From an optimization exercise on the open Yosys and OpenROAD flow, aimed at small area; shortcuts taken in it are not production practice. At most, simulation tests tie the RTL to the original design; equivalence was not proved. For runs 4 to 7, only the layout was checked, not whether the RTL still works. No activity file was given, so power comes from the tool's default toggle rates.

File: design/flow/design.v
`timescale 1ns / 1ps
module mid_side_core (
    input  wire        clk,
    input  wire        ce,
    input  wire        enable,
    input  wire [15:0] L,
    input  wire [15:0] R,
    output reg  [15:0] L_q,
    output reg  [15:0] R_q,
    output reg         enc_q
);
    always @(posedge clk) begin
        if (ce) begin
            L_q   <= L;
            R_q   <= R;
            enc_q <= enable;
        end
    end
endmodule
`timescale 1ns / 1ps
module mid_side_inverse (
    input  wire        clk,
    input  wire        ce,
    input  wire        enc,
    input  wire        dec,
    input  wire [15:0] L,
    input  wire [15:0] R,
    output reg  [15:0] L_out,
    output reg  [15:0] R_out
);
    wire [16:0] L_ext = {L[15], L};
    wire [16:0] R_ext = {R[15], R};
    wire        p     = L[0] ^ R[0];
    wire [16:0] addend = (enc & dec) ? {17{p}} : R_ext;
    wire [16:0] sum    = L_ext + addend;
    wire [16:0] diff   = L_ext - R_ext;
    function [15:0] sat16(input [16:0] x);
        sat16 = (x[16] == x[15]) ? x[15:0] : {x[16], {15{~x[16]}}};
    endfunction
    wire [15:0] L_n = ~dec ? (enc ? sum[16:1]  : L) : sat16(sum);
    wire [15:0] R_n = ~dec ? (enc ? diff[16:1] : R) : (enc ? R : sat16(diff));
    always @(posedge clk) begin
        if (ce) begin
            L_out <= L_n;
            R_out <= R_n;
        end
    end
endmodule
`timescale 1ns / 1ps
module midside_axis_wrapper #
(
    parameter integer C_S_AXI_DATA_WIDTH = 32,
    parameter integer C_S_AXI_ADDR_WIDTH = 4,
    parameter integer C_AXIS_DATA_WIDTH  = 32
)
(
    input  wire aclk,
    input  wire aresetn,
    input  wire [C_S_AXI_ADDR_WIDTH-1:0]  s_axi_awaddr,
    input  wire [2:0]                     s_axi_awprot,
    input  wire                           s_axi_awvalid,
    output wire                           s_axi_awready,
    input  wire [C_S_AXI_DATA_WIDTH-1:0]  s_axi_wdata,
    input  wire [(C_S_AXI_DATA_WIDTH/8)-1:0] s_axi_wstrb,
    input  wire                           s_axi_wvalid,
    output wire                           s_axi_wready,
    output wire [1:0]                     s_axi_bresp,
    output wire                           s_axi_bvalid,
    input  wire                           s_axi_bready,
    input  wire [C_S_AXI_ADDR_WIDTH-1:0]  s_axi_araddr,
    input  wire [2:0]                     s_axi_arprot,
    input  wire                           s_axi_arvalid,
    output wire                           s_axi_arready,
    output wire [C_S_AXI_DATA_WIDTH-1:0]  s_axi_rdata,
    output wire [1:0]                     s_axi_rresp,
    output wire                           s_axi_rvalid,
    input  wire                           s_axi_rready,
    input  wire [C_AXIS_DATA_WIDTH-1:0] s_axis_tdata,
    input  wire                         s_axis_tvalid,
    output wire                         s_axis_tready,
    input  wire                         s_axis_tlast,
    output wire [C_AXIS_DATA_WIDTH-1:0] m_axis_tdata,
    output wire                         m_axis_tvalid,
    input  wire                         m_axis_tready,
    output wire                         m_axis_tlast
);
    reg [31:0] slv_reg0;      
    reg [31:0] slv_reg1;      
    reg        zero0, zero1;  
    reg        axi_awready;   
    reg        axi_bvalid;
    reg        axi_arready;
    reg        axi_rvalid;
    reg [31:0] axi_rdata;
    assign s_axi_awready = axi_awready;
    assign s_axi_wready  = axi_awready;
    assign s_axi_bresp   = 2'b00;
    assign s_axi_bvalid  = axi_bvalid;
    assign s_axi_arready = axi_arready;
    assign s_axi_rdata   = axi_rdata;
    assign s_axi_rresp   = 2'b00;
    assign s_axi_rvalid  = axi_rvalid;
    wire wren = axi_awready & s_axi_awvalid & s_axi_wvalid;
    wire we0  = wren & (s_axi_awaddr[3:2] == 2'd0);
    wire we1  = wren & (s_axi_awaddr[3:2] == 2'd1);
    wire rden = axi_arready & s_axi_arvalid;
    always @(posedge aclk) begin
        axi_awready <= aresetn & ~axi_awready & s_axi_awvalid & s_axi_wvalid;
        axi_bvalid  <= aresetn & (axi_bvalid ? ~s_axi_bready : wren);
        axi_arready <= aresetn & ~axi_arready & s_axi_arvalid;
        axi_rvalid  <= aresetn & (rden | (axi_rvalid & ~s_axi_rready));
        zero0       <= ~aresetn | (zero0 & ~we0);
        zero1       <= ~aresetn | (zero1 & ~we1);
    end
    always @(posedge aclk) begin
        if (we0) slv_reg0 <= s_axi_wdata;
        if (we1) slv_reg1 <= s_axi_wdata;
    end
    wire rsel0 = (s_axi_araddr[3:2] == 2'd0) & ~zero0;
    wire rsel1 = (s_axi_araddr[3:2] == 2'd1) & ~zero1;
    always @(posedge aclk)
        if (rden)
            axi_rdata <= ({32{rsel0}} & slv_reg0) | ({32{rsel1}} & slv_reg1);
    wire enc = slv_reg0[0] & ~zero0;
    wire dec = slv_reg0[1] & ~zero0;
    reg v1, v2, l1, l2;
    wire ce = m_axis_tready | ~v2;
    assign s_axis_tready = ce;
    always @(posedge aclk) begin
        v1 <= aresetn & (ce ? s_axis_tvalid : v1);
        v2 <= aresetn & (ce ? v1 : v2);
        if (ce) begin
            l1 <= s_axis_tlast;
            l2 <= l1;
        end
    end
    wire [15:0] st1_L, st1_R;
    wire        st1_enc;
    wire [15:0] out_L, out_R;
    mid_side_core u_stage1 (
        .clk    (aclk),
        .ce     (ce),
        .enable (enc),
        .L      (s_axis_tdata[31:16]),
        .R      (s_axis_tdata[15:0]),
        .L_q    (st1_L),
        .R_q    (st1_R),
        .enc_q  (st1_enc)
    );
    mid_side_inverse u_stage2 (
        .clk    (aclk),
        .ce     (ce),
        .enc    (st1_enc),
        .dec    (dec),
        .L      (st1_L),
        .R      (st1_R),
        .L_out  (out_L),
        .R_out  (out_R)
    );
    assign m_axis_tdata  = {out_L, out_R};
    assign m_axis_tvalid = v2;
    assign m_axis_tlast  = l2;
endmodule
File: design/flow/run.sh
#!/bin/bash
# synth_recipe.tcl (not shown) runs the flow's synth.tcl, then flattens the netlist and writes it again
# the make line also repeats each setting of config.mk as NAME=value (left out here)
make -C /OpenROAD-flow-scripts/flow DESIGN_CONFIG=/design/flow/config.mk WORK_HOME=/design/flow/orfs CLKGATE_MAP_FILE= SYNTH_SCRIPT=/design/flow/synth_recipe.tcl finish
File: design/flow/config.mk
export PLATFORM = sky130hd
export DESIGN_NAME = midside_axis_wrapper
export DESIGN_NICKNAME = midside_axis_wrapper
export VERILOG_FILES = /design/flow/design.v
export SDC_FILE = /design/flow/constraint.sdc
export NUM_CORES = 4
export LEC_CHECK = 0
export CAP_MARGIN = 20
export CORE_MARGIN = 2
export CORE_UTILIZATION = 40
export SLEW_MARGIN = 20
File: design/flow/constraint.sdc
create_clock -name core_clock -period 5.0 [get_ports {aclk}]
set_input_delay 1.0000 -clock core_clock [delete_from_list [all_inputs] [get_ports {aclk}]]
set_output_delay 1.0000 -clock core_clock [all_outputs]
set_load 0.01 [all_outputs]
==> flow_summary_export.csv, run 1 <==
group,metric,value,unit
status,status,"timing/DRC/antenna clean",
power,netSwitchingFraction,0.2910,
power,p_per_area,346.4,nW/um2
route,ant_nets,0,
setup_path,crit_type,"flip-flop to flip-flop",
timing,hold_viol_final,0,
synth,ys_warn_count,3,
cts,cts_resized,0,
route,wl,19.48,mm
setup_path,crit_chain,"ha_1 > nor2_1 > buf_4 > a21o_1 > ha_1 > a21o_1 > a311oi_1 > o21a_1 > o21a_1 > o21bai_1 > a21o_1 > xnor2_1 > ha_1 > nor2_4 > a211oi_1 > a21oi_1",
power,p_total,3.718,mW
placement,hpwl,13.73,mm
cts,cts_hold_buf,0,
timing,report.final.slew_viol_count,0,
setup_path,cpMaxStageDelayCell,"ha_1",
timing,finalSetupTns,0,ns
power,intPower,2.636,mW
cts,cts_sinks,171,
route,drt_iter0_drc,371,
placement,place.port_buffers,149,
setup_path,cp-end-kind,"flip-flop",
run,max-cap-violations,0,
worst_hold_path,min_path_type,"flip-flop to flip-flop",
synth,syn_inst,638,
grt,grt_pass1_wl,30.39,mm
route,vias_per_cell,5.327,
setup_path,arrival,4.59,ns
cts,cts_tree,"done",
placement,dpl-instance-area,10080,um2
synth,syn_area,8327,um2
floorplanning,die_h,148.3,um
layout,drive_gt1_frac,0.07960,
cts,cts-buffers-inserted,17,
route,wl_per_cell,18.12,um
placement,place_ws,0.6726,ns
cts,htree_num_levels,4,
route,vias,5726,
timing,setup_viol,0,
timing,relSlewSlack,0.4184,
floorplanning,coreArea,20360,um2
power,vdd_drop_max,218.9,uV
floorplanning,start_util,0.4089,
setup_path,cp.required,5.16,ns
floorplanning,rows,52,
synth,yosysUniqueCellTypes,65,
grt,antenna_found_initial,0,
grt,grt_max_degree,68,
power,clkPwrFrac,0.372,
grt,grt_remaining_overflow,0,
timing,worst_slew_pin_slew,0.8686,ns
timing,period_share,0.8855,
synth,async_flop_share,0,
timing,fmax,0.2259,GHz
placement,gp_congestion,0.8729,
synth,synth_flop_cell,"edfxtp_1",
layout,area_growth,28.88,%
timing,rsz0062_at_grt,"no",
setup_path,crit_path_start_kind,"flip-flop",
setup_path,crit_path_max_incr_delay,0.65,ns
floorplanning,die_area,21990,um2
floorplanning,io_pins,168,
route,firstDrtPassIters,5,
grt,first_global_vias,5871,
cts,clk_pin_slew_worst_paths,0.07,ns
floorplanning,die_width,148.3,um
cts,root_buffer,"clkbuf_16",
power,p_leak,3.974,nW
timing,worst_slack,0.5725,ns
layout,nets,921,
route,drc,0,
layout,stdcell_area,10730,um2
power,power.switching,1.082,mW
power,pwr-share-comb,0.180,
synth,synth-edff-count,163,
synth,syn_avg_cell_area,13.05,um2
timing,skew,0.01413,ns
cts,cts_setup_buffers,0,
cts,clockBufferDepth,2,
timing,fin_crit,4.428,ns
synth,yosysSeqAreaShare,0.6071,
layout,nFillCells,1713,
power,p_seq_frac,0.449,
grt,grt_usage,0.1799,
synth,ys_seq_elements,171,
setup_path,critical_path.max_fanout,17,
cts,clk_latency,0.44,ns
[worst max-delay path: cells and delay by family (launching register included)]
family / cells / cell delay [ns]
flip-flops: 1 / 0.45
adder cells (fa/ha/maj): 3 / 1.34
XOR/XNOR: 1 / 0.13
buffers and inverters: 1 / 0.19
AND/OR/NAND/NOR: 2 / 0.22
AO/OA/AOI/OAI: 9 / 1.83
[stage by stage]
step | util | std cells | hold slack [ns]
6_report | 0.5270 | 1075 | 0.4465
3_5_place_dp | 0.4950 | 1042 | 0.4377
2_1_floorplan | - | 641 | 0.4003
3_3_place_gp | 0.4950 | 1042 | 0.4022
5_1_grt | 0.5268 | 1074 | 0.4650
4_1_cts | 0.5268 | 1074 | 0.4551
[cell type report]
| class | count | area [um2] | area share |
|---|---|---|---|
| antenna | 1 | 2.502 | 0.0002332 |
| clock buffer | 17 | 425.4 | 0.03964 |
| clock inverter | 15 | 224.0 | 0.02087 |
| inverter | 31 | 116.4 | 0.01084 |
| multi-input combinational | 410 | 2997 | 0.2792 |
| sequential | 171 | 5055 | 0.4710 |
| tap | 270 | 337.8 | 0.03148 |
| timing repair buffer | 160 | 1574 | 0.1467 |
[cells in the mapped netlist, drive strengths merged (6+ instances only)]
master | n | area, um2
edfxtp | 163 | 4895
a21oi | 46 | 249.0
nand2 | 39 | 146.4
ha | 36 | 450.4
a22o | 32 | 280.3
a21o | 31 | 234.0
inv | 31 | 116.4
o21ai | 26 | 133.9
nor2 | 24 | 112.6
clkbuf | 21 | 132.6
xnor2 | 18 | 157.7
a211oi | 17 | 132.6
o211ai | 13 | 102.6
nor3 | 12 | 60.06
mux2i | 10 | 100.1
nand3 | 9 | 45.04
o21a | 9 | 67.56
xor2 | 9 | 78.83
buf | 8 | 57.55
dfxtp | 8 | 160.2
a22oi | 7 | 52.55
nor2b | 7 | 43.79
nand2b | 6 | 37.54
[sequential cells by signal (all words and copies together), names as in the netlist]
| register | count |
|---|---|
| u_stage1.R_q | 16 |
| axi_rvalid | 1 |
| zero1 | 1 |
| axi_arready | 1 |
| slv_reg0 | 32 |
| u_stage1.L_q | 16 |
| slv_reg1 | 32 |
| l1 | 1 |
| axi_rdata | 32 |
| v1 | 1 |
| axi_awready | 1 |
| axi_bvalid | 1 |
| v2 | 1 |
| u_stage2.R_out | 16 |
| l2 | 1 |
| zero0 | 1 |
| u_stage2.L_out | 16 |
| u_stage1.enc_q | 1 |
[placed cells by master (no fill, tap or decap), types with 3 or more instances in the layout]
| master | synthesis | layout |
|---|---|---|
| buf_4 | 7 | 11 |
| nand3_1 | 9 | 9 |
| o21a_1 | 9 | 9 |
| inv_1 | 31 | 30 |
| nor2b_1 | 7 | 7 |
| conb_1 | 1 | 4 |
| dfxtp_1 | 8 | 8 |
| nor2_1 | 21 | 21 |
| o211ai_1 | 12 | 12 |
| and2_1 | 5 | 5 |
| nand4_1 | 3 | 3 |
| a31oi_1 | 5 | 5 |
| a22o_1 | 32 | 32 |
| inv_12 | 0 | 4 |
| clkinv_8 | 0 | 8 |
| nor2_4 | 3 | 3 |
| mux2i_1 | 10 | 10 |
| a22oi_1 | 7 | 7 |
| nand2_1 | 39 | 39 |
| o21ai_0 | 24 | 24 |
| nor3_1 | 12 | 10 |
| a21o_1 | 30 | 30 |
| edfxtp_1 | 163 | 163 |
| a211oi_1 | 16 | 16 |
| xnor2_1 | 18 | 18 |
| ha_1 | 36 | 36 |
| a21oi_1 | 43 | 43 |
| xor2_1 | 9 | 9 |
| clkdlybuf4s50_1 | 0 | 149 |
| or3_1 | 4 | 4 |
| nand2b_1 | 6 | 6 |
| o22ai_1 | 5 | 5 |
| clkbuf_16 | 0 | 17 |
[power by group through the flow]
stage | Clock (mW) | Combinational, mW | Sequential [mW]
floorplan | 0 | 0.411 | 1.71
global placement | 0 | 0.651 | 1.70
detailed placement | 0 | 0.661 | 1.70
CTS | 1.41 | 0.666 | 1.67
global route | 1.48 | 0.728 | 1.67
finish | 1.38 | 0.668 | 1.67
[path summary, 6_finish.rpt]
kind | startpoint | to | slack, ns | depth (start not counted)
worst min-delay path | l1 | l2 | 0.45 | 0
worst min register to register | l1 | l2 | 0.45 | 0
worst max-delay path | u_stage1.R_q[0] | u_stage2.L_out[3] | 0.57 | 16
worst max register to register | u_stage1.R_q[0] | u_stage2.L_out[3] | 0.57 | 16
[cells by family (layout without fill, tap and decap cells)]
family	count (synthesis)	after routing	share of synthesized area
xor+xnor	27	27	0.02840
other cells	1	5	0.0004504
fa+ha+maj	38	38	0.05890
buf+inv	60	223	0.03681
flops	171	171	0.6071
compound gates	213	213	0.1851
mux	11	11	0.01337
simple gates	117	117	0.06987
[layer usage]
layer	wire, um	GRT usage	vias to the layer above	part of all wire
li1	-	-	2767	-
met1	8140	0.2185	2716	0.42
met2	9194	0.2947	214	0.47
met3	1713	0.06534	29	0.088
met4	429	0.06810	0	0.022
met5	0	0	-	0
==> inputs of run 2 (changes only) <==
--- a/design/flow/design.v
+++ b/design/flow/design.v
@@ -35,14 +35,24 @@
     wire [16:0] sum    = L_ext + addend;
     wire [16:0] diff   = L_ext - R_ext;
-    function [15:0] sat16(input [16:0] x);
-        sat16 = (x[16] == x[15]) ? x[15:0] : {x[16], {15{~x[16]}}};
-    endfunction
-    wire [15:0] L_n = ~dec ? (enc ? sum[16:1]  : L) : sat16(sum);
-    wire [15:0] R_n = ~dec ? (enc ? diff[16:1] : R) : (enc ? R : sat16(diff));
+    wire        ovl  = sum[16]  ^ sum[15];
+    wire        ovr  = diff[16] ^ diff[15];
+    wire [15:0] satl = {sum[16],  {15{~sum[16]}}};
+    wire [15:0] satr = {diff[16], {15{~diff[16]}}};
+    wire hold  = ~ce;
+    wire l_pas = ce & ~dec & ~enc;
+    wire l_shf = ce & ~dec &  enc;
+    wire l_sum = ce &  dec & ~ovl;
+    wire l_sat = ce &  dec &  ovl;
+    wire r_pas = ce & (dec == enc);
+    wire r_shf = ce & ~dec &  enc;
+    wire r_dif = ce &  dec & ~enc & ~ovr;
+    wire r_sat = ce &  dec & ~enc &  ovr;
     always @(posedge clk) begin
-        if (ce) begin
-            L_out <= L_n;
-            R_out <= R_n;
-        end
+        L_out <= ({16{hold}}  & L_out)      | ({16{l_pas}} & L) |
+                 ({16{l_shf}} & sum[16:1])  | ({16{l_sum}} & sum[15:0]) |
+                 ({16{l_sat}} & satl);
+        R_out <= ({16{hold}}  & R_out)      | ({16{r_pas}} & R) |
+                 ({16{r_shf}} & diff[16:1]) | ({16{r_dif}} & diff[15:0]) |
+                 ({16{r_sat}} & satr);
     end
 endmodule
@@ -120,6 +130,7 @@
     wire rsel1 = (s_axi_araddr[3:2] == 2'd1) & ~zero1;
     always @(posedge aclk)
-        if (rden)
-            axi_rdata <= ({32{rsel0}} & slv_reg0) | ({32{rsel1}} & slv_reg1);
+        axi_rdata <= ({32{~rden}} & axi_rdata) |
+                     ({32{rden & rsel0}} & slv_reg0) |
+                     ({32{rden & rsel1}} & slv_reg1);
     wire enc = slv_reg0[0] & ~zero0;
     wire dec = slv_reg0[1] & ~zero0;
==> design/flow/flow/run.sh (new file) <==
#!/bin/bash
set -euo pipefail
bash standard.sh \
  "BUFFER_PORTS_ARGS=-buffer_cell sky130_fd_sc_hd__buf_1" \
  "CTS_ARGS=-sink_clustering_enable -repair_clock_nets -dont_use_dummy_load -buf_list sky130_fd_sc_hd__clkbuf_4 sky130_fd_sc_hd__clkbuf_8" \
  finish > flow_make.log 2>&1
==> design/flow/standard.sh (new file) <==
#!/bin/bash
# synth_recipe.tcl (not shown) runs the flow's synth.tcl, then flattens the netlist and writes it again
# the make line also repeats each setting of config.mk as NAME=value (left out here)
make -C /OpenROAD-flow-scripts/flow DESIGN_CONFIG=/design/flow/config.mk WORK_HOME=/design/flow/orfs CLKGATE_MAP_FILE= SYNTH_SCRIPT=/design/flow/synth_recipe.tcl "${@:-finish}"
removed: design/flow/run.sh
==> run 2 against run 1 <==
- area after synthesis down 5.8%
- the run now fails in clock tree synthesis (4_1_cts)
- synthesized cell count up 7.1%
==> flow_summary_export.csv, run 2 <==
group,metric,value,unit
placement,hpwl,13.38,mm
synth,synthTopCellsByCount,"99 x edfxtp_1, 72 x dfxtp_1, 57 x inv_1",
synth,syn_avg_cell_area,11.49,um2
synth,ys_seq_elements,171,
synth,synth.most_common_cell,"edfxtp_1",
synth,synth_top_cells_by_area,"edfxtp_1 38%, dfxtp_1 18%, ha_1 5.3%",
synth,yosysTopAreaCell,"edfxtp_1",
synth,ys_warn_count,3,
synth,synth_compound_area_frac,0.1924,
floorplanning,die_width,144.1,um
floorplanning,die_h,144.1,um
floorplanning,start_util,0.4059,
synth,synth_flop_cell,"edfxtp_1",
placement,dp_cells,1078,
synth,yosys.area.top_type_share,0.3788,
synth,synthAdderAreaFrac,0.06792,
placement,place.port_buffers,149,
synth,yosys.area_share.xor_xnor,0.02344,
synth,syn_area,7848,um2
floorplanning,rows,51,
synth,synth_top_family_by_area,"compound AO/OA/AOI/OAI gates",
synth,synth-edff-count,99,
synth,yosysUniqueCellTypes,69,
synth,synthMuxAreaShare,0.01706,
status,status,"aborted with a tool error",
status,failing_step,"clock tree synthesis (4_1_cts)",
placement,dpl-instance-area,8732,um2
status,tool.error,"[ERROR STA-0564] clock_tree_synthesis positional arguments not supported.",
synth,async_flop_share,0,
synth,synth-simple-area-share,0.08658,
placement,gp_congestion,0.8552,
synth,syn_inst,683,
floorplanning,io_pins,168,
synth,yosysSeqAreaShare,0.5625,
[run 2: cell types whose count changed after synthesis, sizes merged, moves of 21 or more]
cell    previous run  this run
inv               31        57
dfxtp              8        72
a222oi             0        32
edfxtp           163        99
a22o              32         1
a21o              31        10
[run 2: power by group through the flow]
stage          clock [mW]  combinational [mW]  sequential (mW)
3_5_place_dp            0               0.524             1.61
2_1_floorplan           0               0.372             1.62
3_3_place_gp            0               0.523             1.61
[run 2: worst max path at each step]
stage	end	slack [ns]	cells past startpoint
after floorplan	slv_reg1[0]	0.98	2
after global placement	u_stage2.L_out[4]	1.10	16
after detailed placement	u_stage2.L_out[4]	1.03	16
[run 2: logic make-up after synthesis]
group | after synthesis
multiplexers | 13
other | 1
XOR/XNOR | 21
adder cells (fa/ha/maj) | 43
AO/OA/AOI/OAI | 201
flip-flops | 171
AND/OR/NAND/NOR | 137
buffers and inverters | 96
[run 2: per-stage QoR]
stage	utilization	worst slack, ns
3_5_place_dp	0.4516	1.032
3_3_place_gp	0.4516	1.105
2_1_floorplan	-	0.9799
==> inputs of run 3 (changes only) <==
==> design/flow/flow/run.sh (replaced) <==
#!/bin/bash
set -euo pipefail
bash standard.sh \
  "BUFFER_PORTS_ARGS=-buffer_cell sky130_fd_sc_hd__buf_1" \
  "CTS_ARGS=-sink_clustering_enable -repair_clock_nets -dont_use_dummy_load -buf_list {sky130_fd_sc_hd__clkbuf_4 sky130_fd_sc_hd__clkbuf_8}" \
  finish > flow_make.log 2>&1
==> run 3 against run 2 <==
- the run now finishes clean
- area after synthesis unchanged
- synthesized cell count unchanged
==> flow_summary_export.csv, run 3 <==
group,metric,value,unit
cts,cts_sinks,171,
cts,cts_hold_buf,0,
layout,regArea,4414,um2
synth,syn_inst,683,
setup_path,r2r_start,"zero0",
timing,hold_viol_final,0,
floorplanning,start_util,0.4059,
setup_path,crit_path_max_incr_delay,0.59,ns
setup_path,critical_path.max_fanout,16,
setup_path,critical_path_buf_inv_count,2,
placement,gp_congestion,0.8552,
synth,synth_flop_cell,"edfxtp_1",
setup_path,cp-startpoint,"zero0",
synth,yosysSeqAreaShare,0.5625,
placement,hpwl,13.38,mm
route,wl,18.70,mm
floorplanning,coreArea,19330,um2
timing,report.final.slew_viol_count,0,
timing,worst_slack,1.000,ns
grt,grt_max_degree,57,
cts,cts_setup_buffers,0,
layout,stdcell_area,8969,um2
route,wl_per_cell,17.06,um
timing,finalSetupTns,0,ns
cts,cts-buffers-inserted,17,
synth,yosys.area.top_type_share,0.3788,
timing,fmax,0.2500,GHz
grt,grt_pass1_wl,28.86,mm
run,max-cap-violations,0,
synth,synthTopCellsByCount,"99 x edfxtp_1, 72 x dfxtp_1, 57 x inv_1",
floorplanning,die_width,144.1,um
timing,skew,0.04122,ns
route,ant_nets,0,
floorplanning,rows,51,
worst_hold_path,min_path_type,"flip-flop to flip-flop",
cts,clockBufferDepth,2,
layout,mostFrequentLayoutCells,"149 x buf_1, 99 x edfxtp_1, 72 x dfxtp_1",
floorplanning,die_h,144.1,um
setup_path,cp-end-kind,"flip-flop",
route,firstDrtPassIters,5,
cts,root_buffer,"clkbuf_8",
setup_path,crit_type,"flip-flop to flip-flop",
timing,setup_viol,0,
floorplanning,die_area,20750,um2
power,p_leak,3.514,nW
power,p_per_area,315.7,nW/um2
setup_path,cp.required,5.33,ns
layout,multi_input_area,3085,um2
layout,drive_gt1_frac,0.06024,
placement,place.port_buffers,149,
timing,worst_slew_pin_slew,1.108,ns
timing,relSlewSlack,0.2589,
synth,synth.most_common_cell,"edfxtp_1",
synth,yosysTopAreaCell,"edfxtp_1",
synth,syn_avg_cell_area,11.49,um2
route,drc,0,
setup_path,crit_path_start_kind,"flip-flop",
grt,antenna_found_initial,2,
layout,fin_util,0.4639,
setup_path,crit_chain,"inv_1 > nand2_1 > inv_1 > ha_1 > nand2_1 > o21ai_0 > ha_1 > fa_1 > a21oi_1 > nor2_1 > o31ai_2 > nor3_1 > o41a_1 > a21oi_1 > a221oi_1 > a21o_1",
cts,cts_resized,0,
layout,area_growth,14.29,%
route,vias_per_cell,5.353,
cts,clk_pin_slew_worst_paths,0.08,ns
route,drt_iter0_drc,417,
timing,fin_crit,4.000,ns
timing,period_share,0.8000,
worst_hold_path,hold_path.startpoint,"l1",
synth,ys_seq_elements,171,
status,status,"timing/DRC/antenna clean",
synth,async_flop_share,0,
floorplanning,io_pins,168,
timing,rsz0062_at_grt,"no",
grt,grt_usage,0.1825,
cts,cts_tree,"done",
setup_path,crit_family,"compound AO/OA/AOI/OAI gates",
synth,yosysUniqueCellTypes,69,
layout,nets,959,
synth,syn_area,7848,um2
power,vdd_drop_max,182.8,uV
cts,clk_latency,0.48,ns
grt,grt_remaining_overflow,0,
placement,place_ws,1.032,ns
synth,ys_warn_count,3,
cts,htree_num_levels,4,
placement,dpl-instance-area,8732,um2
setup_path,arrival,4.33,ns
synth,synth-edff-count,99,
layout,nFillCells,1847,
layout,layout.cells.most_common,"buf_1",
synth,synth_top_cells_by_area,"edfxtp_1 38%, dfxtp_1 18%, ha_1 5.3%",
route,vias,5867,
setup_path,cpMaxStageDelayCell,"o41a_1",
layout,top_regs,"axi_rdata: 32 flops, slv_reg0: 32 flops, slv_reg1: 32 flops",
grt,first_global_vias,5561,
==> run 3: cell counts after synthesis <==
Identical to the previous run, type by type.
==> run 3: layer usage <==
metal / GRT usage / wire [um] / part of all wire / vias up
met5: 0 / 13 / 0.00070 / -
met4: 0.04954 / 230 / 0.012 / 2
met3: 0.06987 / 1447 / 0.077 / 22
met2: 0.3188 / 9187 / 0.49 / 173
met1: 0.2092 / 7817 / 0.42 / 2775
li1: - / - / - / 2895
==> run 3: cell families after synthesis <==
kind of cell / synth area share
buffers and inverters: 0.04959
AND/OR/NAND/NOR: 0.08658
other: 0.0004779
multiplexers: 0.01706
flip-flops: 0.5625
XOR/XNOR: 0.02344
AO/OA/AOI/OAI: 0.1924
adder cells (fa/ha/maj): 0.06792
==> run 3: final timing paths <==
path,to,slack [ns],cells after the start
min reg2reg,l2,0.43,0
max,u_stage2.L_out[5],1.00,16
min,l2,0.43,0
max reg2reg,u_stage2.L_out[5],1.00,16
==> run 3: metrics by stage <==
stage,power (mW),instances,hold WS (ns)
4_1_cts,2.864,1095,0.4356
3_5_place_dp,2.136,1078,0.4189
3_3_place_gp,2.135,1078,0.4030
6_report,2.831,1096,0.4335
5_1_grt,2.983,1095,0.4466
2_1_floorplan,1.990,686,0.4003
==> run 3: final cells by class <==
class,count,area share
sequential,171,0.4922
multi-input combinational,419,0.3440
timing repair buffer,166,0.07659
tap,265,0.03697
clock buffer,17,0.02609
inverter,57,0.02386
antenna,1,0.0002790
==> run 3: worst reg2reg max path, cell delays in order (launching register included) <==
cell and delay [ns]:
dfxtp_1 0.37, inv_1 0.06, nand2_1 0.10, inv_1 0.07, ha_1 0.19, nand2_1 0.16
o21ai_0 0.16, ha_1 0.25, fa_1 0.47, a21oi_1 0.19, nor2_1 0.10, o31ai_2 0.33
nor3_1 0.08, o41a_1 0.59, a21oi_1 0.44, a221oi_1 0.15, a21o_1 0.17
==> run 3: report_power, final <==
| group | switching, mW | internal, mW | leakage [nW] | total, mW |
|---|---|---|---|---|
| Combinational | 0.308 | 0.220 | 1.86 | 0.528 |
| Clock | 0.422 | 0.300 | 0.122 | 0.722 |
| Sequential | 0.0366 | 1.54 | 1.54 | 1.58 |
==> inputs of run 4 (changes only) <==
--- a/design/flow/design.v
+++ b/design/flow/design.v
@@ -33,6 +33,18 @@
     wire        p     = L[0] ^ R[0];
     wire [16:0] addend = (enc & dec) ? {17{p}} : R_ext;
-    wire [16:0] sum    = L_ext + addend;
-    wire [16:0] diff   = L_ext - R_ext;
+    wire [16:0] sum, diff;
+    wire [17:0] cs, cd;
+    wire [16:0] nR = ~R_ext;
+    assign cs[0] = 1'b0;
+    assign cd[0] = 1'b1;
+    genvar i;
+    generate
+        for (i = 0; i < 17; i = i + 1) begin : g_add
+            assign sum[i]   = L_ext[i] ^ addend[i] ^ cs[i];
+            assign cs[i+1]  = (L_ext[i] & addend[i]) | (cs[i] & (L_ext[i] ^ addend[i]));
+            assign diff[i]  = L_ext[i] ^ nR[i] ^ cd[i];
+            assign cd[i+1]  = (L_ext[i] & nR[i]) | (cd[i] & (L_ext[i] ^ nR[i]));
+        end
+    endgenerate
     wire        ovl  = sum[16]  ^ sum[15];
     wire        ovr  = diff[16] ^ diff[15];
==> run 4 against run 3 <==
- global-route usage up 1.0 points
- area after synthesis down 11%
- worst setup slack worse by 3.4 ns
- count of clock-buffer cells in the layout unchanged
- critical endpoint is now u_stage2.L_out[10]
- via count down 17%
- largest cell class unchanged
- clock skew down 0.0075 ns
- now fails the layout checks on setup timing
- combinational power down 15%
- cell count down 16%
- die area down 11%
==> flow_summary_export.csv, run 4 <==
group,metric,value,unit
status,status,"finished with violations",
status,so.violations,"setup timing",
timing,worst_slack,-2.383,ns
setup_path,crit_top_cell,"fa_2",
floorplanning,io_pins,168,
synth,syn_inst,515,
layout,area_growth,22.20,%
cts,cts_tree,"done",
synth,synth_flop_cell,"edfxtp_1",
route,ant_nets,0,
route,wl_per_cell,18.66,um
setup_path,cpMaxStageDelayCell,"fa_2",
route,vias,4852,
cts,cts-buffers-inserted,17,
layout,drive_gt1_frac,0.2309,
layout,multi_input_area,2432,um2
placement,place_ws,-2.577,ns
placement,hpwl,11.57,mm
synth,synth.most_common_cell,"edfxtp_1",
setup_path,crit_path_start_kind,"flip-flop",
layout,stdcell_area,8521,um2
grt,antenna_found_initial,0,
floorplanning,die_area,18500,um2
route,firstDrtPassIters,5,
synth,ys_warn_count,3,
power,p_per_area,324.0,nW/um2
layout,layout.cells.most_common,"buf_1",
timing,hold_viol_final,0,
layout,mostFrequentLayoutCells,"149 x buf_1, 99 x edfxtp_1, 72 x dfxtp_1",
cts,cts_sinks,171,
cts,cts_hold_buf,0,
route,drc,0,
synth,yosysUniqueCellTypes,46,
setup_path,crit_type,"flip-flop to flip-flop",
synth,syn_avg_cell_area,13.54,um2
cts,clk_latency,0.45,ns
floorplanning,die_h,136.0,um
timing,relSlewSlack,0.4957,
layout,nFillCells,1547,
timing,report.final.slew_viol_count,0,
timing,worst_slew_pin_slew,0.7501,ns
setup_path,cp.required,5.37,ns
synth,async_flop_share,0,
timing,fmax,0.1354,GHz
floorplanning,die_width,136.0,um
placement,gp_congestion,0.7939,
grt,grt_usage,0.1929,
synth,synthTopCellsByCount,"99 x edfxtp_1, 72 x dfxtp_1, 63 x inv_1",
layout,top_regs,"axi_rdata: 32 flops, slv_reg0: 32 flops, slv_reg1: 32 flops",
setup_path,regToRegSetupSlack,-2.38,ns
worst_hold_path,min_to,"l2",
setup_path,arrival,7.75,ns
worst_hold_path,hold_path.startpoint,"l1",
setup_path,cp-end-kind,"flip-flop",
cts,root_buffer,"clkbuf_8",
setup_path,critical_path.max_fanout,7,
run,max-cap-violations,0,
setup_path,r2r_start,"u_stage1.R_q[0]",
floorplanning,rows,48,
route,vias_per_cell,5.285,
timing,period_share,1.477,
synth,yosysSeqAreaShare,0.6331,
grt,first_global_vias,5136,
timing,fin_crit,7.383,ns
grt,grt_max_degree,38,
setup_path,ff2ff_path_depth,25,
grt,grt_remaining_overflow,0,
worst_hold_path,min_path_type,"flip-flop to flip-flop",
worst_hold_path,holdPathStages,0,
floorplanning,start_util,0.4060,
synth,ys_seq_elements,171,
layout,nets,820,
power,vdd_drop_max,197.6,uV
timing,setup_viol,32,
cts,clockBufferDepth,2,
setup_path,crit_path_max_incr_delay,0.46,ns
timing,finalSetupTns,-62.51,ns
synth,yosysTopAreaCell,"edfxtp_1",
layout,antenna_cells,0,
synth,yosys.area.top_type_share,0.4263,
route,drt_iter0_drc,398,
placement,dpl-instance-area,8036,um2
synth,syn_area,6973,um2
cts,clk_pin_slew_worst_paths,0.07,ns
power,p_leak,3.280,nW
timing,rsz0062_at_grt,"yes",
placement,place.port_buffers,149,
floorplanning,coreArea,17180,um2
cts,htree_num_levels,4,
route,wl,17.13,mm
synth,synth-edff-count,99,
synth,synth_top_cells_by_area,"edfxtp_1 43%, dfxtp_1 21%, fa_1 8.6%",
timing,fin_hold_ws,0.4367,ns
grt,grt_pass1_wl,26.91,mm
timing,skew,0.03370,ns
setup_path,rr_endpoint,"u_stage2.L_out[10]",
layout,regArea,4414,um2
==> run 4: cell types whose count changed in the layout (fill, tap and decap cells not counted), sizes merged, moves of 24 or more <==
| cell | before | now |
|---|---|---|
| ha | 33 | 3 |
| fa | 2 | 30 |
| a21oi | 32 | 5 |
| buf | 166 | 192 |
| nor2 | 36 | 12 |
==> run 4: logic make-up (layout without fill, tap and decap cells) <==
logic type,count (synthesis),count (layout),share of synthesized area
adders and majority gates,41,41,0.1030
AOI/OAI and AO/OA,104,104,0.1141
xor gates and xnor gates,2,2,0.002513
other,1,4,0.0005378
buffers and inverters,98,273,0.06137
muxes,15,15,0.02369
DFF,171,171,0.6331
and+or+nand+nor,83,83,0.06173
==> run 4: per-stage QoR <==
step | total power, mW | cells | util
global placement | 1.984 | 891 | 0.4679
finish | 2.761 | 918 | 0.4961
CTS | 2.768 | 916 | 0.4919
floorplan | 1.857 | 518 | -
detailed placement | 1.999 | 891 | 0.4679
global route | 2.890 | 918 | 0.4961
==> run 4: layout make-up <==
| class | count | share of cell area |
|---|---|---|
| Inverter | 64 | 0.02849 |
| Sequential cell | 171 | 0.5181 |
| Tap cell | 225 | 0.03304 |
| Timing Repair Buffer | 192 | 0.1075 |
| Multi-Input combinational cell | 249 | 0.2855 |
| Clock buffer | 17 | 0.02746 |
==> run 4: what timing repair did <==
item / in CTS / in global routing
buffers inserted: 6 / 3
setup endpoints to repair: 32 / 32
cloned: 2 / 0
hold endpoints to repair: 0 / 0
gates resized for setup: 36 / 15
pin swaps: 32 / 12
==> run 4: worst max path at each step <==
stage | start | slack [ns] | end
4_1_cts | u_stage1.R_q[0] | -2.39 | u_stage2.L_out[10]
3_5_place_dp | u_stage1.R_q[0] | -2.58 | u_stage2.L_out[10]
3_3_place_gp | u_stage1.R_q[0] | -2.47 | u_stage2.L_out[14]
2_1_floorplan | slv_reg0[1] | -2.61 | u_stage2.L_out[4]
6_report | u_stage1.R_q[0] | -2.38 | u_stage2.L_out[10]
5_1_grt | u_stage1.R_q[0] | -2.57 | u_stage2.L_out[6]
==> run 4: where the power goes <==
group	total [mW]	switching, mW	leakage (nW)	internal, mW
Sequential	1.59	0.0414	1.54	1.54
Clock	0.725	0.424	0.122	0.301
Combinational	0.450	0.232	1.62	0.218
==> run 4: critical path, delay by kind of cell (launching register included) <==
kind | cells | cell delay [ns]
fa+ha+maj | 17 | 5.88
buf+inv | 2 | 0.27
flops | 1 | 0.44
simple gates | 4 | 0.51
compound gates | 1 | 0.05
xor+xnor | 1 | 0.17
==> run 4: per-layer routing <==
metal  vias up  track usage  wire (um)
met3        15      0.07532       1541
met5         -            0          0
li1       2232            -          -
met1      2417       0.2239       6813
met2       188       0.3308       8542
met4         0      0.05613        236
==> inputs of run 5 (changes only) <==
--- a/design/flow/design.v
+++ b/design/flow/design.v
@@ -1,4 +1,23 @@
 `timescale 1ns / 1ps
-module mid_side_core (
+module ms_carry #(parameter integer K = 9) (
+    input  wire [15:0] L,
+    input  wire [15:0] R,
+    output wire        c_sum,    
+    output wire        c_diff    
+);
+    wire [K:0] cs, cd;
+    assign cs[0] = 1'b0;
+    assign cd[0] = 1'b1;
+    genvar i;
+    generate
+        for (i = 0; i < K; i = i + 1) begin : g_c
+            assign cs[i+1] = (L[i] & R[i])  | (cs[i] & (L[i] | R[i]));
+            assign cd[i+1] = (L[i] & ~R[i]) | (cd[i] & (L[i] | ~R[i]));
+        end
+    endgenerate
+    assign c_sum  = cs[K];
+    assign c_diff = cd[K];
+endmodule
+module mid_side_core #(parameter integer K = 9) (
     input  wire        clk,
     input  wire        ce,
@@ -8,6 +27,10 @@
     output reg  [15:0] L_q,
     output reg  [15:0] R_q,
-    output reg         enc_q
-);
+    output reg         enc_q,
+    output reg         cs_q,
+    output reg         cd_q
+);
+    wire c_sum, c_diff;
+    ms_carry #(.K(K)) u_carry (.L(L), .R(R), .c_sum(c_sum), .c_diff(c_diff));
     always @(posedge clk) begin
         if (ce) begin
@@ -15,9 +38,11 @@
             R_q   <= R;
             enc_q <= enable;
+            cs_q  <= c_sum;
+            cd_q  <= c_diff;
         end
     end
 endmodule
 `timescale 1ns / 1ps
-module mid_side_inverse (
+module mid_side_inverse #(parameter integer K = 9) (
     input  wire        clk,
     input  wire        ce,
@@ -26,4 +51,6 @@
     input  wire [15:0] L,
     input  wire [15:0] R,
+    input  wire        cs_k,
+    input  wire        cd_k,
     output reg  [15:0] L_out,
     output reg  [15:0] R_out
@@ -32,17 +59,26 @@
     wire [16:0] R_ext = {R[15], R};
     wire        p     = L[0] ^ R[0];
-    wire [16:0] addend = (enc & dec) ? {17{p}} : R_ext;
+    wire        pe     = p & enc & dec;
+    wire        use_r  = ~(enc & dec) & (enc | dec);
+    wire [16:0] addend = ({17{use_r}} & R_ext) | {17{pe}};
+    wire [16:0] nR     = ~R_ext;
+    wire        cl_k   = (use_r & cs_k) | (pe & (|L[K-1:0]));
     wire [16:0] sum, diff;
     wire [17:0] cs, cd;
-    wire [16:0] nR = ~R_ext;
-    assign cs[0] = 1'b0;
-    assign cd[0] = 1'b1;
     genvar i;
     generate
         for (i = 0; i < 17; i = i + 1) begin : g_add
-            assign sum[i]   = L_ext[i] ^ addend[i] ^ cs[i];
-            assign cs[i+1]  = (L_ext[i] & addend[i]) | (cs[i] & (L_ext[i] ^ addend[i]));
-            assign diff[i]  = L_ext[i] ^ nR[i] ^ cd[i];
-            assign cd[i+1]  = (L_ext[i] & nR[i]) | (cd[i] & (L_ext[i] ^ nR[i]));
+            if (i == 0) begin : g_c0
+                assign cs[0] = 1'b0;
+                assign cd[0] = 1'b1;
+            end else if (i == K) begin : g_ck
+                assign cs[K] = cl_k;
+                assign cd[K] = cd_k;
+            end else begin : g_cr
+                assign cs[i] = (L_ext[i-1] & addend[i-1]) | (cs[i-1] & (L_ext[i-1] ^ addend[i-1]));
+                assign cd[i] = (L_ext[i-1] & nR[i-1])     | (cd[i-1] & (L_ext[i-1] ^ nR[i-1]));
+            end
+            assign sum[i]  = L_ext[i] ^ addend[i] ^ cs[i];
+            assign diff[i] = L_ext[i] ^ nR[i]     ^ cd[i];
         end
     endgenerate
@@ -52,7 +88,6 @@
     wire [15:0] satr = {diff[16], {15{~diff[16]}}};
     wire hold  = ~ce;
-    wire l_pas = ce & ~dec & ~enc;
     wire l_shf = ce & ~dec &  enc;
-    wire l_sum = ce &  dec & ~ovl;
+    wire l_sum = ce & ~(~dec & enc) & ~ovl;
     wire l_sat = ce &  dec &  ovl;
     wire r_pas = ce & (dec == enc);
@@ -61,5 +96,5 @@
     wire r_sat = ce &  dec & ~enc &  ovr;
     always @(posedge clk) begin
-        L_out <= ({16{hold}}  & L_out)      | ({16{l_pas}} & L) |
+        L_out <= ({16{hold}}  & L_out)      |
                  ({16{l_shf}} & sum[16:1])  | ({16{l_sum}} & sum[15:0]) |
                  ({16{l_sat}} & satl);
@@ -159,5 +194,5 @@
     end
     wire [15:0] st1_L, st1_R;
-    wire        st1_enc;
+    wire        st1_enc, st1_cs, st1_cd;
     wire [15:0] out_L, out_R;
     mid_side_core u_stage1 (
@@ -169,5 +204,7 @@
         .L_q    (st1_L),
         .R_q    (st1_R),
-        .enc_q  (st1_enc)
+        .enc_q  (st1_enc),
+        .cs_q   (st1_cs),
+        .cd_q   (st1_cd)
     );
     mid_side_inverse u_stage2 (
@@ -178,4 +215,6 @@
         .L      (st1_L),
         .R      (st1_R),
+        .cs_k   (st1_cs),
+        .cd_k   (st1_cd),
         .L_out  (out_L),
         .R_out  (out_R)
==> run 5 against run 4 <==
- the run now finishes clean
- cell count increased by 1.1%
- clock skew increased by 0.0086 ns
- combinational power decreased by 24%
- global-route usage decreased by 1.5 points
==> flow_summary_export.csv, run 5 <==
group,metric,value,unit
synth,syn_avg_cell_area,13.21,um2
timing,worst_slack,0.2188,ns
cts,root_buffer,"clkbuf_8",
route,wl_met3,964,um
setup_path,crit_path_start_kind,"flip-flop",
floorplanning,rows,48,
route,drt_iter0_drc,403,
power,p_total,2.676,mW
cts,htree_num_levels,4,
layout,layout.cells.most_common,"buf_1",
timing,hold_viol_final,0,
route,wl_per_cell,17.57,um
grt,first_global_vias,4862,
timing,worst_slew_pin_slew,0.5970,ns
timing,relSlewSlack,0.6020,
synth,syn_area,7027,um2
placement,place_ws,-0.3626,ns
timing,report.final.slew_viol_count,0,
synth,yosysSeqAreaShare,0.6368,
power,vdd_drop_max,179.3,uV
timing,period_share,0.9562,
cts,clockBufferDepth,2,
worst_hold_path,holdPathStages,0,
synth,yosysUniqueCellTypes,51,
layout,nets,827,
route,drc,0,
route,wl,16.30,mm
route,dr_wl_met2,8.228,mm
cts,clk_latency,0.46,ns
route,met1_length,6.785,mm
layout,top_regs,"axi_rdata: 32 flops, slv_reg0: 32 flops, slv_reg1: 32 flops",
setup_path,crit_type,"flip-flop to flip-flop",
timing,setup_viol,0,
synth,yosys.area.top_type_share,0.4316,
cts,cts-buffers-inserted,17,
synth,ys_warn_count,3,
setup_path,r2r_start,"u_stage1.L_q[7]",
floorplanning,die_area,18640,um2
timing,fmax,0.2092,GHz
cts,clk_pin_slew_worst_paths,0.07,ns
layout,drive_gt1_frac,0.09972,
synth,synth_top_cells_by_area,"edfxtp_1 43%, dfxtp_1 21%, fa_1 8.0%",
synth,synth.most_common_cell,"edfxtp_1",
power,p_leak,3.262,nW
timing,skew,0.04229,ns
placement,hpwl,11.44,mm
layout,mostFrequentLayoutCells,"149 x buf_1, 101 x edfxtp_1, 72 x dfxtp_1",
timing,fin_crit,4.781,ns
synth,synth-edff-count,101,
floorplanning,start_util,0.4077,
synth,synth_flop_cell,"edfxtp_1",
cts,cts_tree,"done",
synth,synthTopCellsByCount,"101 x edfxtp_1, 72 x dfxtp_1, 62 x inv_1",
run,max-cap-violations,0,
setup_path,critical_path.max_fanout,12,
setup_path,arrival,5.08,ns
worst_hold_path,min_to,"l2",
cts,cts_sinks,173,
placement,place.port_buffers,149,
synth,yosysTopAreaCell,"edfxtp_1",
setup_path,ff2ff_path_depth,16,
status,status,"timing/DRC/antenna clean",
setup_path,cp-end-kind,"flip-flop",
grt,grt_remaining_overflow,0,
setup_path,cp.required,5.30,ns
synth,syn_inst,532,
grt,antenna_found_initial,1,
setup_path,cp-startpoint,"u_stage1.L_q[7]",
floorplanning,die_h,136.5,um
timing,fin_hold_ws,0.4370,ns
route,route.top_layer_used,"met4",
worst_hold_path,hold_path.startpoint,"l1",
route,ant_nets,0,
worst_hold_path,min_path_type,"flip-flop to flip-flop",
placement,gp_congestion,0.8668,
setup_path,regToRegSetupSlack,0.22,ns
power,p_per_area,321.9,nW/um2
synth,async_flop_share,0,
grt,grt_pass1_wl,25.09,mm
route,vias,4874,
grt,grt_max_degree,51,
layout,area_growth,18.32,%
layout,fin_util,0.4824,
setup_path,rr_endpoint,"u_stage2.L_out[12]",
floorplanning,coreArea,17240,um2
floorplanning,die_width,136.5,um
floorplanning,io_pins,168,
grt,grt_usage,0.1780,
route,vias_per_cell,5.252,
route,firstDrtPassIters,7,
synth,ys_seq_elements,173,
## run 5: changes by cell type in the layout (fill, tap and decap cells not counted), moves of 7 or more
cell / delta
nand2_1: +29
a221oi_1: +12
a22oi_1: -11
fa_2: -29
mux2_2: -12
buf_6: -7
nand2_2: -7
fa_1: +27
## run 5: logic make-up after synthesis
family	share of synthesized area
AO/OA/AOI/OAI	0.1238
XOR/XNOR	0.008725
adder cells (fa/ha/maj)	0.09402
buffers and inverters	0.05627
flip-flops	0.6368
multiplexers	0.001425
other	0.0005337
AND/OR/NAND/NOR	0.07853
## run 5: worst max-delay path, cell delays in order, from the launching register on
cell      delay, ns
edfxtp_1       0.41
nor4_2         0.38
a31oi_1        0.14
a21o_1         0.18
fa_1           0.41
fa_1           0.41
fa_1           0.39
fa_1           0.39
fa_1           0.38
inv_1          0.09
fa_1           0.19
fa_2           0.49
xnor2_4        0.19
nor3_4         0.07
buf_12         0.16
a221oi_1       0.25
nand2_1        0.10
## run 5: worst max-delay path by stage
stage | endpoint | depth (start not counted) | slack [ns]
after floorplan | u_stage2.L_out[10] | 20 | 0.005
after global placement | u_stage2.L_out[13] | 17 | -0.16
after detailed placement | u_stage2.L_out[13] | 17 | -0.36
after CTS | u_stage2.L_out[13] | 17 | 0.11
after global routing | u_stage2.L_out[0] | 18 | -0.002
final | u_stage2.L_out[12] | 16 | 0.22
## run 5: what timing repair did
item / CTS / global route
resized for setup: 2 / 8
endpoints found under the setup margin: 12 / 15
pin swaps: 0 / 4
hold buffers: 0 / 0
setup buffers: 0 / 2
## run 5: final cells by class
class                   count  area, um2
inverters                  66      249.0
diodes                      1      2.502
clock buffers              17      234.0
repair buffers            181      812.0
multi-input cells         265       2261
well taps                 225      281.5
fillers                  1589       8922
flip-flops and latches    173       4474
## run 5: power by group
part / leakage, nW / total (mW) / internal [mW] / switching (mW)
Sequential: 1.56 / 1.62 / 1.57 / 0.0411
Clock: 0.122 / 0.720 / 0.301 / 0.419
Combinational: 1.58 / 0.340 / 0.148 / 0.192
## run 5: metal layers
metal,GRT usage,vias to the layer above
met3,0.04704,16
met1,0.2189,2410
met5,0,-
met2,0.3003,156
met4,0.06771,0
li1,-,2292
## run 5: metrics by stage
| step | cell area, um2 | setup TNS (ns) | cells |
|---|---|---|---|
| 6_report | 8314 | 0 | 928 |
| 5_1_grt | 8314 | -0.001885 | 928 |
| 4_1_cts | 8233 | 0 | 925 |
| 3_5_place_dp | 7988 | -3.916 | 908 |
| 3_3_place_gp | 7988 | -1.732 | 908 |
| 2_1_floorplan | 7041 | 0 | 535 |
==> inputs of run 6 (changes only) <==
--- a/design/flow/config.mk
+++ b/design/flow/config.mk
@@ -9,3 +9,4 @@
 export CORE_MARGIN = 2
 export CORE_UTILIZATION = 40
+export GPL_TIMING_DRIVEN = 0
 export SLEW_MARGIN = 20
==> run 6 against run 5 <==
- via count grew 2.4%
- register-to-register slack lost 0.08 ns
- cell count grew 1.3%
- wire length grew 3.0%
- core utilization grew 0.60 points
- critical path type unchanged
- critical endpoint is now u_stage2.L_out[10]
- largest power group unchanged
==> flow_summary_export.csv, run 6 <==
group,metric,value,unit
setup_path,ff2ff_path_depth,18,
grt,antenna_found_initial,0,
cts,htree_num_levels,4,
synth,synth.most_common_cell,"edfxtp_1",
floorplanning,rows,48,
layout,nFillCells,1602,
synth,synth_flop_cell,"edfxtp_1",
timing,period_share,0.9720,
synth,syn_area,7027,um2
synth,yosysSeqAreaShare,0.6368,
cts,clk_latency,0.46,ns
power,p_per_area,320.9,nW/um2
grt,grt_pass1_wl,25.64,mm
cts,cts_sinks,173,
layout,regArea,4474,um2
cts,cts_hold_buf,0,
placement,gp_congestion,0.8797,
cts,clk_pin_slew_worst_paths,0.08,ns
synth,syn_inst,532,
synth,ys_warn_count,3,
timing,relSlewSlack,0.4822,
worst_hold_path,min_path_type,"flip-flop to flip-flop",
setup_path,crit_type,"flip-flop to flip-flop",
grt,grt_remaining_overflow,0,
timing,setup_viol,0,
cts,cts-buffers-inserted,17,
layout,nets,840,
route,drc,0,
setup_path,crit_chain,"ha_1 > nand3b_1 > buf_4 > a31oi_1 > a21o_1 > fa_2 > fa_2 > fa_2 > fa_2 > fa_1 > inv_1 > fa_2 > fa_2 > xnor2_2 > nor3_4 > clkbuf_8 > a221oi_1 > nand2_1",
worst_hold_path,min_to,"l2",
synth,yosysTopAreaCell,"edfxtp_1",
synth,ys_seq_elements,173,
route,wl_per_cell,17.87,um
power,vdd_drop_max,163.2,uV
setup_path,rr_endpoint,"u_stage2.L_out[10]",
synth,yosys.area.top_type_share,0.4316,
synth,syn_avg_cell_area,13.21,um2
floorplanning,die_area,18640,um2
floorplanning,die_width,136.5,um
power,p_leak,3.302,nW
floorplanning,coreArea,17240,um2
synth,synth_top_cells_by_area,"edfxtp_1 43%, dfxtp_1 21%, fa_1 8.0%",
timing,worst_slack,0.1402,ns
layout,multi_input_area,2322,um2
route,vias_per_cell,5.311,
layout,drive_gt1_frac,0.1189,
timing,fin_crit,4.860,ns
timing,worst_slew_pin_slew,0.7758,ns
timing,report.final.slew_viol_count,0,
setup_path,arrival,5.19,ns
grt,grt_max_degree,47,
setup_path,regToRegSetupSlack,0.14,ns
setup_path,critical_path.max_fanout,7,
timing,fin_hold_ws,0.4232,ns
layout,area_growth,19.78,%
grt,grt_usage,0.1819,
layout,top_regs,"axi_rdata: 32 flops, slv_reg0: 32 flops, slv_reg1: 32 flops",
route,ant_nets,0,
setup_path,cp.required,5.33,ns
setup_path,crit_path_max_incr_delay,0.46,ns
synth,synth-edff-count,101,
floorplanning,io_pins,168,
timing,skew,0.03595,ns
floorplanning,start_util,0.4077,
cts,cts_tree,"done",
synth,yosysUniqueCellTypes,51,
worst_hold_path,holdPathStages,0,
setup_path,cp-end-kind,"flip-flop",
route,drt_iter0_drc,397,
setup_path,crit_top_cell,"fa_2",
timing,fmax,0.2058,GHz
synth,async_flop_share,0,
status,status,"timing/DRC/antenna clean",
route,firstDrtPassIters,5,
setup_path,crit_path_start_kind,"flip-flop",
layout,mostFrequentLayoutCells,"151 x buf_1, 101 x edfxtp_1, 72 x dfxtp_1",
placement,hpwl,12.25,mm
worst_hold_path,hold_path.startpoint,"l1",
route,wl,16.80,mm
grt,first_global_vias,4989,
setup_path,r2r_start,"u_stage1.R_q[0]",
route,vias,4992,
setup_path,cpMaxStageDelayCell,"fa_2",
layout,antenna_cells,0,
placement,place_ws,-0.7994,ns
cts,root_buffer,"clkbuf_8",
cts,clockBufferDepth,2,
timing,hold_viol_final,0,
run,max-cap-violations,0,
placement,place.port_buffers,149,
floorplanning,die_h,136.5,um
layout,layout.cells.most_common,"buf_1",
synth,synthTopCellsByCount,"101 x edfxtp_1, 72 x dfxtp_1, 62 x inv_1",
[run 6: what timing repair did]
action / 4_1_cts / 5_1_grt
pin swaps: 2 / 7
gates cloned: 0 / 1
endpoints found under the setup margin: 16 / 15
hold endpoints to repair: 0 / 0
setup buffers: 3 / 4
resized for setup: 18 / 20
[run 6: critical path, delay by kind of cell (launching register included)]
| family | cells | cell delay [ns] |
|---|---|---|
| fa+ha+maj | 8 | 2.83 |
| flops | 1 | 0.39 |
| buf+inv | 3 | 0.44 |
| xor+xnor | 1 | 0.25 |
| simple gates | 3 | 0.34 |
| compound gates | 3 | 0.50 |
[run 6: where the power goes]
| group | switching [mW] | internal, mW |
|---|---|---|
| Combinational | 0.199 | 0.155 |
| Clock | 0.424 | 0.300 |
| Sequential | 0.0482 | 1.57 |
[run 6: layer usage]
metal / vias to the layer above / GRT usage / part of all wire
li1: 2322 / - / -
met2: 182 / 0.2953 / 0.49
met5: - / 0 / 0
met3: 39 / 0.04111 / 0.054
met1: 2449 / 0.2322 / 0.43
met4: 0 / 0.08449 / 0.031
[run 6: worst max path at each step]
stage / from / slack (ns) / end
floorplan: slv_reg0[1] / 0.005 / u_stage2.L_out[10]
global placement: s_axi_wvalid / -0.74 / slv_reg1[8]
detailed placement: slv_reg0[1] / -0.80 / u_stage2.L_out[4]
CTS: slv_reg0[1] / 0.002 / u_stage2.L_out[9]
global route: slv_reg0[1] / -0.02 / u_stage2.L_out[10]
finish: u_stage1.R_q[0] / 0.14 / u_stage2.L_out[10]
[run 6: cells by family (layout without fill, tap and decap cells)]
kind of cell / after synthesis / in the layout / share of synthesized area
buf+inv: 97 / 277 / 0.05627
other cells: 1 / 4 / 0.0005337
xor+xnor: 7 / 7 / 0.008725
compound gates: 108 / 108 / 0.1238
fa+ha+maj: 37 / 37 / 0.09402
flops: 173 / 173 / 0.6368
mux: 1 / 1 / 0.001425
simple gates: 108 / 108 / 0.07853
[run 6: cell type report]
type,instances,share of cell area
sequential,173,0.5316
multi-input combinational,265,0.2759
timing repair buffer,164,0.08027
tap,225,0.03345
inverter,66,0.02988
clock buffer,17,0.02780
buffer,30,0.02111
[run 6: metrics by stage]
stage	setup TNS, ns	power (mW)	cells	area (um2)	utilization
2_1_floorplan	0	1.832	535	7041	-
3_3_place_gp	-49.05	1.952	909	7881	0.4572
3_5_place_dp	-11.00	1.964	916	7948	0.4611
4_1_cts	0	2.702	935	8273	0.4800
5_1_grt	-0.04544	2.828	940	8417	0.4883
6_report	0	2.701	940	8417	0.4883
==> inputs of run 7 (changes only) <==
--- a/design/flow/config.mk
+++ b/design/flow/config.mk
@@ -6,7 +6,7 @@
 export NUM_CORES = 4
 export LEC_CHECK = 0
-export CAP_MARGIN = 20
+export CAP_MARGIN = 0
 export CORE_MARGIN = 2
-export CORE_UTILIZATION = 40
+export CORE_UTILIZATION = 60
 export GPL_TIMING_DRIVEN = 0
-export SLEW_MARGIN = 20
+export SLEW_MARGIN = 0
==> run 7 against run 6 <==
- combinational power fell by 3%
- final area down 1.3%
- wire length decreased by 8.2%
- critical path depth stayed put
==> flow_summary_export.csv, run 7 <==
group,metric,value,unit
cts,htree_num_levels,4,
timing,fmax,0.2045,GHz
floorplanning,die_width,112.2,um
setup_path,crit_path_start_kind,"flip-flop",
setup_path,r2r_start,"u_stage1.R_q[0]",
route,wl,15.42,mm
synth,yosysTopAreaCell,"edfxtp_1",
setup_path,crit_path_max_incr_delay,0.51,ns
placement,gp_congestion,0.8662,
synth,yosysSeqAreaShare,0.6368,
timing,worst_slew_pin_slew,0.7224,ns
timing,fin_crit,4.890,ns
setup_path,crit_chain,"ha_4 > nand3b_1 > buf_4 > a31oi_1 > a21o_1 > fa_2 > fa_2 > fa_2 > fa_2 > fa_1 > inv_1 > fa_2 > fa_2 > xnor2_4 > nor3_4 > buf_4 > a221oi_2 > nand2_1",
route,drt_iter0_drc,463,
layout,multi_input_area,2297,um2
cts,clk_latency,0.45,ns
cts,root_buffer,"clkbuf_8",
layout,nets,841,
setup_path,cp-end-kind,"flip-flop",
layout,fin_util,0.7275,
synth,syn_area,7027,um2
cts,cts_sinks,173,
grt,grt_remaining_overflow,0,
floorplanning,start_util,0.6154,
route,vias_per_cell,5.838,
synth,synth_top_cells_by_area,"edfxtp_1 43%, dfxtp_1 21%, fa_1 8.0%",
timing,worst_slack,0.1097,ns
worst_hold_path,min_path_type,"flip-flop to flip-flop",
cts,clk_pin_slew_worst_paths,0.07,ns
route,ant_nets,0,
placement,place.port_buffers,149,
synth,ys_warn_count,3,
synth,yosys.area.top_type_share,0.4316,
power,p_total,2.661,mW
setup_path,cpMaxStageDelayCell,"fa_2",
grt,grt_pass1_wl,24.09,mm
cts,clockBufferDepth,2,
setup_path,crit_top_cell,"fa_2",
power,vdd_drop_max,267.5,uV
layout,mostFrequentLayoutCells,"151 x buf_1, 101 x edfxtp_1, 72 x dfxtp_1",
synth,syn_avg_cell_area,13.21,um2
setup_path,arrival,5.20,ns
setup_path,critical_path.max_fanout,5,
floorplanning,io_pins,168,
layout,top_regs,"axi_rdata: 32 flops, slv_reg0: 32 flops, slv_reg1: 32 flops",
timing,hold_viol_final,0,
setup_path,cp.required,5.31,ns
synth,syn_inst,532,
synth,synthTopCellsByCount,"101 x edfxtp_1, 72 x dfxtp_1, 62 x inv_1",
floorplanning,die_area,12590,um2
layout,regArea,4474,um2
synth,async_flop_share,0,
timing,period_share,0.9781,
worst_hold_path,hold_path.startpoint,"l1",
cts,cts-buffers-inserted,17,
timing,rsz0062_at_grt,"yes",
timing,report.final.slew_viol_count,0,
setup_path,rr_endpoint,"u_stage2.L_out[0]",
timing,setup_viol,0,
synth,ys_seq_elements,173,
layout,drive_gt1_frac,0.1131,
layout,antenna_cells,0,
synth,yosysUniqueCellTypes,51,
floorplanning,coreArea,11420,um2
floorplanning,rows,39,
timing,finalSetupTns,0,ns
route,wl_per_cell,17.95,um
placement,place_ws,-0.8031,ns
timing,relSlewSlack,0.5140,
grt,antenna_found_initial,0,
cts,cts_tree,"done",
grt,grt_usage,0.2472,
worst_hold_path,min_to,"l2",
floorplanning,die_h,112.2,um
power,p_per_area,320.4,nW/um2
status,status,"timing/DRC/antenna clean",
layout,area_growth,18.22,%
layout,nFillCells,854,
setup_path,crit_type,"flip-flop to flip-flop",
route,vias,5015,
layout,layout.cells.most_common,"buf_1",
synth,synth-edff-count,101,
grt,first_global_vias,5187,
synth,synth_flop_cell,"edfxtp_1",
setup_path,regToRegSetupSlack,0.11,ns
route,firstDrtPassIters,6,
power,p_leak,3.289,nW
worst_hold_path,holdPathStages,0,
run,max-cap-violations,0,
setup_path,ff2ff_path_depth,18,
grt,grt_max_degree,47,
synth,synth.most_common_cell,"edfxtp_1",
route,drc,0,
placement,hpwl,11.43,mm
timing,skew,0.02785,ns
timing,fin_hold_ws,0.4315,ns
[run 7: cell count changes in the layout (fill, tap and decap cells not counted), sizes merged]
cell / before / now
buf: 180 / 182
clkbuf: 31 / 30
[run 7: kinds of logic after synthesis]
logic type	share of synthesized area
flip-flops	0.6368
AO/OA/AOI/OAI	0.1238
AND/OR/NAND/NOR	0.07853
buffers and inverters	0.05627
adder cells (fa/ha/maj)	0.09402
XOR/XNOR	0.008725
other	0.0005337
multiplexers	0.001425
[run 7: what timing repair did]
action | CTS | global route
gates cloned | 1 | 0
endpoints found under the setup margin | 16 | 14
resized for setup | 17 | 16
hold endpoints to repair | 0 | 0
pin swaps | 2 | 8
setup buffers | 5 | 4
hold buffers | 0 | 0
[run 7: worst max path at each step]
stage                               start                  to  slack, ns  depth (start not counted)
final                     u_stage1.R_q[0]   u_stage2.L_out[0]       0.11                         18
after global routing      u_stage1.R_q[0]   u_stage2.L_out[0]      -0.04                         18
after CTS                     slv_reg0[1]   u_stage2.L_out[0]       0.02                         19
after detailed placement      slv_reg0[1]   u_stage2.L_out[5]      -0.80                         20
after global placement        slv_reg0[1]   u_stage2.L_out[2]      -0.65                         20
after floorplan               slv_reg0[1]  u_stage2.L_out[10]      0.005                         20
[run 7: critical path, delay by kind of cell (launching register included)]
family,cells,cell delay (ns)
compound gates,3,0.50
simple gates,3,0.33
xor+xnor,1,0.23
flops,1,0.42
buf+inv,3,0.41
fa+ha+maj,8,2.86
[run 7: area by class of cell]
class | instances | area share
multi-input cells | 265 | 0.2765
repair buffers | 165 | 0.08420
inverters | 66 | 0.03028
plain buffers | 30 | 0.02064
well taps | 143 | 0.02154
clock buffers | 17 | 0.02817
flip-flops and latches | 173 | 0.5386
[run 7: power breakdown]
part / leakage [nW] / total (mW) / internal [mW] / switching (mW)
clock network: 0.122 / 0.701 / 0.300 / 0.400
registers: 1.56 / 1.62 / 1.57 / 0.0415
logic: 1.61 / 0.344 / 0.148 / 0.196
[run 7: metal layers]
layer / global-route usage / vias to the layer above / wire, um
met4: 0.1398 / 0 / 598
li1: - / 2326 / -
met2: 0.4153 / 213 / 7954
met3: 0.08909 / 56 / 1227
met5: 0 / - / 0
met1: 0.2731 / 2420 / 5635
[run 7: stage by stage]
| stage | area [um2] | instances |
|---|---|---|
| after floorplan | 7041 | 535 |
| after global placement | 7779 | 827 |
| after detailed placement | 7856 | 833 |
| after CTS | 8192 | 855 |
| after global routing | 8307 | 859 |
| final | 8307 | 859 |

## what the ideal ports hide
The results above use ideal ports. As a check the final layouts listed here were re-extracted and re-timed, cells and wires unchanged.
Step 1 (the two cells are an assumption about what drives the block):
set clk [get_ports {aclk}]
set_driving_cell -lib_cell sky130_fd_sc_hd__clkbuf_16 $clk
set_driving_cell -lib_cell sky130_fd_sc_hd__buf_2 [delete_from_list [all_inputs] $clk]
Step 2 moves the port delays by t, midway between the first and last clock arrival at a register: inputs arrive t later, outputs are due t later. That takes back most of the time a late clock gives input paths.
a / b / c = no drivers / after step 1 / after step 2; a / b = the first two.
| run | t, ns | slack for setup (ns) | worst setup path after step 2 | latest minus earliest clock arrival (ns) | worst slew at a driven data input, ns |
|---|---|---|---|---|---|
| run 1 | 0.476 | 0.572 / 0.572 / 0.572 | register to register | 0.018 / 0.018 | 0.06 |
| run 3 | 0.490 | 1.000 / 1.000 / 1.000 | register to register | 0.049 / 0.049 | 0.06 |
| run 4 | 0.473 | -2.383 / -2.383 / -2.383 | register to register | 0.039 / 0.039 | 0.06 |
| run 5 | 0.476 | 0.219 / 0.219 / 0.219 | register to register | 0.043 / 0.042 | 0.08 |
| run 6 | 0.477 | 0.140 / 0.140 / 0.140 | register to register | 0.045 / 0.045 | 0.06 |
| run 7 | 0.468 | 0.110 / 0.110 / 0.110 | register to register | 0.033 / 0.033 | 0.06 |
